This design comes from an exercise in tuning for a short achievable clock period and few clock cycles on the open sky130 flow, not from production work. In this exercise RTL edits were held to simulation tests only and were not proved equivalent to the original. Power figures rest on the tool's default switching activity, not on a simulated workload.

==> run E: inputs <==
## Microprocesador
module Microprocesador(
    input CLK,
    input Reset,
    output [31:0] imem_addr,
    input  [31:0] imem_rdata,
    output [31:0] dmem_addr,
    output [31:0] dmem_wdata,
    output [3:0]  dmem_wstrb,
    input  [31:0] dmem_rdata
    );
==> flow/config.mk <==
export PLATFORM = sky130hd
export DESIGN_NAME = Microprocesador
export DESIGN_NICKNAME = Microprocesador
export VERILOG_FILES = /design/flow/design.v
export SDC_FILE = /design/flow/constraint.sdc
export NUM_CORES = 4
export LEC_CHECK = 0
export ABC_CLOCK_PERIOD_IN_PS = 3000
export CAP_MARGIN = 20
export CORE_MARGIN = 2
export CORE_UTILIZATION = 40
export PLACE_DENSITY = 0.6
export SETUP_SLACK_MARGIN = 5
export SLEW_MARGIN = 20
export SYNTH_HIERARCHICAL = 1
export TNS_END_PERCENT = 100
==> flow/constraint.sdc <==
create_clock -name core_clock -period 11.0 [get_ports {CLK}]
set_input_delay 2.2000 -clock core_clock [delete_from_list [all_inputs] [get_ports {CLK}]]
set_output_delay 2.2000 -clock core_clock [all_outputs]
set_load 0.01 [all_outputs]
standard.sh (not shown) runs the stock make flow with config.mk's settings and CLKGATE_MAP_FILE= SYNTH_SCRIPT=/design/flow/synth_recipe.tcl, a recipe that flattens the netlist after the stock synthesis.
==> flow/flow/run.sh <==
#!/bin/bash
# The standard layout (standard.sh), in two calls:
#  1. the standard synthesis, unchanged;
#  2. floorplan to final layout, with the timing repair steps aimed at a
#     tighter effective period than the SDC's (SETUP_SLACK_MARGIN), and the
#     delay cells (dlygate, dlymetal, clkdlybuf) added to the platform's
#     don't-use list, so that port buffers and repair use real buffers.
# The SDC, clock period and constraints are the standard flow's own and unchanged. Make's
# full output goes to synth_flow.log and layout_flow.log here; ORFS keeps each
# step's own log under orfs/logs.
set -euo pipefail
PLATFORM_DONT_USE="sky130_fd_sc_hd__probe_p_8 sky130_fd_sc_hd__probec_p_8 sky130_fd_sc_hd__lpflow_bleeder_1 sky130_fd_sc_hd__lpflow_clkbufkapwr_1 sky130_fd_sc_hd__lpflow_clkbufkapwr_16 sky130_fd_sc_hd__lpflow_clkbufkapwr_2 sky130_fd_sc_hd__lpflow_clkbufkapwr_4 sky130_fd_sc_hd__lpflow_clkbufkapwr_8 sky130_fd_sc_hd__lpflow_clkinvkapwr_1 sky130_fd_sc_hd__lpflow_clkinvkapwr_16 sky130_fd_sc_hd__lpflow_clkinvkapwr_2 sky130_fd_sc_hd__lpflow_clkinvkapwr_4 sky130_fd_sc_hd__lpflow_clkinvkapwr_8 sky130_fd_sc_hd__lpflow_decapkapwr_12 sky130_fd_sc_hd__lpflow_decapkapwr_3 sky130_fd_sc_hd__lpflow_decapkapwr_4 sky130_fd_sc_hd__lpflow_decapkapwr_6 sky130_fd_sc_hd__lpflow_decapkapwr_8 sky130_fd_sc_hd__lpflow_inputiso0n_1 sky130_fd_sc_hd__lpflow_inputiso0p_1 sky130_fd_sc_hd__lpflow_inputiso1n_1 sky130_fd_sc_hd__lpflow_inputiso1p_1 sky130_fd_sc_hd__lpflow_inputisolatch_1 sky130_fd_sc_hd__lpflow_isobufsrc_1 sky130_fd_sc_hd__lpflow_isobufsrc_16 sky130_fd_sc_hd__lpflow_isobufsrc_2 sky130_fd_sc_hd__lpflow_isobufsrc_4 sky130_fd_sc_hd__lpflow_isobufsrc_8 sky130_fd_sc_hd__lpflow_isobufsrckapwr_16 sky130_fd_sc_hd__lpflow_lsbuf_lh_hl_isowell_tap_1 sky130_fd_sc_hd__lpflow_lsbuf_lh_hl_isowell_tap_2 sky130_fd_sc_hd__lpflow_lsbuf_lh_hl_isowell_tap_4 sky130_fd_sc_hd__lpflow_lsbuf_lh_isowell_4 sky130_fd_sc_hd__lpflow_lsbuf_lh_isowell_tap_1 sky130_fd_sc_hd__lpflow_lsbuf_lh_isowell_tap_2 sky130_fd_sc_hd__lpflow_lsbuf_lh_isowell_tap_4"
bash standard.sh synth > synth_flow.log 2>&1
bash standard.sh "DONT_USE_CELLS=$PLATFORM_DONT_USE sky130_fd_sc_hd__dlygate* sky130_fd_sc_hd__dlymetal* sky130_fd_sc_hd__clkdlybuf*" \
  SETUP_SLACK_MARGIN=7.7 TNS_END_PERCENT=100 ABC_CLOCK_PERIOD_IN_PS=3000 finish > layout_flow.log 2>&1
==> inputs of run Z, as changes to run E <==
--- a/flow/design.v
+++ b/flow/design.v
@@ -500,13 +500,13 @@
     reg [31:0] e_a, e_b, e_bn, e_sd, e_alt;
     reg [5:0]  e_k;      
     reg        e_fa, e_fb, e_fn, e_fs;
     reg [4:0]  e_rd;
     reg        e_wr, e_ld, e_st, e_br, e_jalr;
     reg [2:0]  e_f3;
-    reg        e_s_sll, e_s_sr, e_s_sra, e_s_slt, e_s_sltu, e_s_xor, e_s_or, e_s_and, e_s_pass;
+    reg        e_s_add, e_s_sll, e_s_sr, e_s_sra, e_s_slt, e_s_sltu, e_s_xor, e_s_or, e_s_and, e_s_pass;
     reg        e_c_eq, e_c_lt, e_c_ltu, e_c_inv;
     reg [31:0] m_res, m_addr, m_wdata;
     reg [3:0]  m_wstrb;
     reg [4:0]  m_rd;
     reg        m_wr, m_ld;
     reg [2:0]  m_f3;
@@ -546,13 +546,12 @@
     wire op_alu   = op_reg | op_imm;
     wire use1 = ~(op_lui | op_auipc | op_jal);
     wire useb = op_reg | op_br;             
     wire use2 = useb | op_st;
     wire wr_d = (op_lui | op_auipc | op_jal | op_jalr | op_ld | op_alu) && (rd != 5'd0);
     wire sub_d = op_reg && f3 == 3'b000 && d_ir[30];
-    wire add_d = op_alu && f3 == 3'b000 && !sub_d;
     wire [31:0] immI = {{20{d_ir[31]}}, d_ir[31:20]};
     wire [31:0] immS = {{20{d_ir[31]}}, d_ir[31:25], d_ir[11:7]};
     wire [31:0] immU = {d_ir[31:12], 12'b0};
     wire [31:0] d_tP, d_pc4, pcb4;
     rv_add32 u_tP (.a(d_pc), .b(d_pimm), .ci(1'b0), .s(d_tP));
     rv_inc32 u_d4 (.a(d_pc), .s(d_pc4));
@@ -588,38 +587,38 @@
     rv_add32 u_j0 (.a(e_a),   .b(e_b),    .ci(1'b0), .s(j0));
     rv_add32 u_j1 (.a(m_res), .b(e_b),    .ci(1'b0), .s(j1));
     rv_add32 u_a2 (.a(e_a),   .b(m_res),  .ci(1'b0), .s(a2));
     rv_add32 u_u0 (.a(e_a),   .b(e_bn),   .ci(1'b1), .s(u0));
     rv_add32 u_u1 (.a(m_res), .b(e_bn),   .ci(1'b1), .s(u1));
     rv_add32 u_u2 (.a(e_a),   .b(~m_res), .ci(1'b1), .s(u2));
+    wire [31:0] sum = ({32{e_k[0]}} & j0) | ({32{e_k[1]}} & j1) | ({32{e_k[2]}} & a2) |
+                      ({32{e_k[3]}} & u0) | ({32{e_k[4]}} & u1) | ({32{e_k[5]}} & u2);
     wire [31:0] jt = ({32{e_fa}} & j1) | ({32{~e_fa}} & j0);
     wire eq0, eq1, eq2, lu0, lu1, lu2, ls0, ls1, ls2;
     rv_cmp32 u_c0 (.a(e_a),   .b(e_b),   .eq(eq0), .ltu(lu0), .lts(ls0));
     rv_cmp32 u_c1 (.a(m_res), .b(e_b),   .eq(eq1), .ltu(lu1), .lts(ls1));
     rv_cmp32 u_c2 (.a(e_a),   .b(m_res), .eq(eq2), .ltu(lu2), .lts(ls2));
+    wire eq   = (e_fa & eq1) | (e_fb & eq2) | (e_fn & eq0);
     wire ltu  = (e_fa & lu1) | (e_fb & lu2) | (e_fn & lu0);
     wire lt   = (e_fa & ls1) | (e_fb & ls2) | (e_fn & ls0);
     wire [31:0] A  = e_fa ? m_res : e_a;
     wire [31:0] B  = e_fb ? m_res : e_b;
     wire [31:0] SD = e_fs ? m_res : e_sd;
     wire [31:0] shl = A << B[4:0];
     wire [31:0] shr = {{32{e_s_sra & A[31]}}, A} >> B[4:0];
-    wire [31:0] ex_oth = ({32{e_s_sll}}  & shl)
+    wire [31:0] ex_res = ({32{e_s_add}}  & sum)
+                       | ({32{e_s_sll}}  & shl)
                        | ({32{e_s_sr}}   & shr)
                        | ({32{e_s_slt}}  & {31'd0, lt})
                        | ({32{e_s_sltu}} & {31'd0, ltu})
                        | ({32{e_s_xor}}  & (A ^ B))
                        | ({32{e_s_or}}   & (A | B))
                        | ({32{e_s_and}}  & (A & B))
                        | ({32{e_s_pass}} & e_alt);
-    wire [31:0] ex_res;
-    rv_rmux u_rmux (.k(e_k), .s0(j0), .s1(j1), .s2(a2), .s3(u0), .s4(u1), .s5(u2), .oth(ex_oth), .r(ex_res));
-    wire redir;
-    rv_taken u_taken (.cmp({ls2, ls1, ls0, lu2, lu1, lu0, eq2, eq1, eq0}), .fc({e_fb, e_fa, e_fn}),
-                      .kind({e_c_lt, e_c_ltu, e_c_eq}), .inv(e_c_inv), .br(e_br), .jalr(e_jalr), .ok(e_ok),
-                      .redir(redir));
+    wire taken   = (e_c_eq & eq) | (e_c_lt & lt) | (e_c_ltu & ltu);
+    wire redir   = e_ok & ((e_br & (taken ^ e_c_inv)) | e_jalr);
     wire [31:0] redir_pc = e_jalr ? {jt[31:1], 1'b0} : e_alt;
     wire [3:0] strb = (e_f3[1:0] == 2'b00) ? (4'b0001 << jt[1:0]) :
                       (e_f3[1:0] == 2'b01) ? (jt[1] ? 4'b1100 : 4'b0011) : 4'b1111;
     always @(posedge CLK) begin
         if (Reset) begin
             fpc  <= 10'd0;
@@ -687,13 +686,14 @@
         e_b   <= bsel;
         e_bn  <= ~bsel;
         e_sd  <= r2;
         e_alt <= ({32{op_lui}} & immU) | ({32{op_auipc || (op_br && !d_bbk)}} & d_tP) |
                  ({32{!(op_lui || op_auipc || (op_br && !d_bbk))}} & d_pc4);
         e_k   <= {sub_d && (useb && fe2), sub_d && (use1 && fe1), sub_d && !(use1 && fe1) && !(useb && fe2),
-                  add_d && (useb && fe2), add_d && (use1 && fe1), add_d && !(use1 && fe1) && !(useb && fe2)};
+                  !sub_d && (useb && fe2), !sub_d && (use1 && fe1), !sub_d && !(use1 && fe1) && !(useb && fe2)};
+        e_s_add  <= op_ld || op_st || (op_alu && f3 == 3'b000);
         e_s_sll  <= op_alu && f3 == 3'b001;
         e_s_sr   <= op_alu && f3 == 3'b101;
         e_s_sra  <= d_ir[30];
         e_s_slt  <= op_alu && f3 == 3'b010;
         e_s_sltu <= op_alu && f3 == 3'b011;
         e_s_xor  <= op_alu && f3 == 3'b100;
@@ -761,36 +761,6 @@
     wire [11:2] tJ  = fpc + {ins[20], ins[30:22]};
     wire [11:2] tB  = fpc + {ins[7], ins[30:25], ins[11:9]};
     wire [11:2] n4  = fpc + 10'd1;
     assign taken = jal | bbk;
     assign next  = ({10{jal}} & tJ) | ({10{bbk}} & tB) | ({10{!jal && !bbk}} & n4);
 endmodule
-module rv_rmux (
-    input  [5:0]  k,
-    input  [31:0] s0,
-    input  [31:0] s1,
-    input  [31:0] s2,
-    input  [31:0] s3,
-    input  [31:0] s4,
-    input  [31:0] s5,
-    input  [31:0] oth,
-    output [31:0] r
-    );
-    assign r = ({32{k[0]}} & s0) | ({32{k[1]}} & s1) | ({32{k[2]}} & s2) |
-               ({32{k[3]}} & s3) | ({32{k[4]}} & s4) | ({32{k[5]}} & s5) | oth;
-endmodule
-module rv_taken (
-    input  [8:0] cmp,
-    input  [2:0] fc,
-    input  [2:0] kind,
-    input        inv,
-    input        br,
-    input        jalr,
-    input        ok,
-    output       redir
-    );
-    wire eq  = |(cmp[2:0] & fc);
-    wire ltu = |(cmp[5:3] & fc);
-    wire lt  = |(cmp[8:6] & fc);
-    wire taken = (kind[0] & eq) | (kind[1] & ltu) | (kind[2] & lt);
-    assign redir = ok & ((br & (taken ^ inv)) | jalr);
-endmodule
--- a/flow/config.mk
+++ b/flow/config.mk
@@ -5,12 +5,12 @@
 export SDC_FILE = /design/flow/constraint.sdc
 export NUM_CORES = 4
 export LEC_CHECK = 0
 export ABC_CLOCK_PERIOD_IN_PS = 3000
 export CAP_MARGIN = 20
 export CORE_MARGIN = 2
-export CORE_UTILIZATION = 40
-export PLACE_DENSITY = 0.6
+export CORE_UTILIZATION = 52
+export PLACE_DENSITY = 0.68
 export SETUP_SLACK_MARGIN = 5
 export SLEW_MARGIN = 20
 export SYNTH_HIERARCHICAL = 1
 export TNS_END_PERCENT = 100
==> notes <==
Clock skew: run Z is lower than run E (0.024 ns). Of run Z and run E, run E has the higher via count (gap 0.55%, measured against run E). Of run E and run Z, run Z has the higher critical path depth (gap 2). Of run Z and run E, run Z has the higher global-route usage (gap 8.6 points). Between run E and run Z, the lower combinational power is in run E (gap about 6%, measured against run Z). Against run Z, the sequential share of layout area of run E is lower by 0.26 points. Between run Z and run E, the lower first-iteration DRC count is in run E (gap 0.54%, measured against run E). Between run Z and run E, the lower routed wire length is in run Z (gap about 3.5%, measured against run E). In run Z the count of clock-buffer cells in the layout is higher than in run E, by 18.
==> figures <==
Detailed Routing Iterations Pass 1: run E 9; run Z 8
Filler instances: run E 22.7k; run Z 15.6k
N_taps: run E 3366; run Z 2624
Final Instance Count excl. Fillers: run E 12.8k; run Z 12.1k
Number of gates resized after CTS: run E 845; run Z 870
Average vias per placed instance: run E 6.45; run Z 6.80
Register-to-register setup slack: run E 7.20 ns; run Z 7.08 ns
Met3 global-route usage: run E 0.0675; run Z 0.104
Setup repair bufs after CTS: run E 302; run Z 329
Final cell utilization of the core: run E 0.470; run Z 0.607
Design Area, Final: run E 0.119 sq mm; run Z 0.118 sq mm
Detailed-routed wire length on met3: run E 43400 um; run Z 44700 um
Maximum resistive drop on vdd: run E 0.165 mV; run Z 0.149 mV
Overall die width: run E 510 um; run Z 447 um
Non-clock buffer area fraction after layout: run E 0.0456; run Z 0.0438
Status: run E timing/DRC/antenna clean; run Z timing/DRC/antenna clean
Launch point of the critical path: run E e_a[27]; run Z m_res[31]
Critical path buffer and inverter count: run E 3; run Z 6
Crit path top cell by count: run E sky130_fd_sc_hd__a221o_1; run Z sky130_fd_sc_hd__buf_2
Routed len/inst: run E 34.2 um; run Z 35.0 um
Testbench counts of run E, summed over its fixed seeds: cycles 33,294.
Testbench counts of run Z, summed over its fixed seeds: cycles 33,294.

[afterwards: timing with drivers on the ports]
The flow's constraints put no driver on any port. The routed layouts listed below were extracted and timed again, unchanged, in two steps. Step 1, drivers: a clkbuf_16 drives CLK and a buf_2 each remaining input, both assumed. Step 2 adds t to the input delays and takes it off the output delays; t is the mean of the earliest and latest rising clock arrival at the registers after step 1. Input paths then give back, and output paths get back, about the clock's delay inside the block. Slacks: no drivers / after step 1 / after step 2; pairs: no drivers / after step 1.
run	shift t [ns]	setup WS [ns]	slew at the worst register clock pin (ns)
run E	0.948	7.204 / 7.204 / 6.428	0.07 / 0.07
run Z	0.935	7.083 / 7.083 / 6.323	0.07 / 0.07
After both steps every run listed still meets setup and hold. For run E, which loses most, drivers alone change the setup slack by 0.000 ns; drivers and shift together by -0.776 ns.
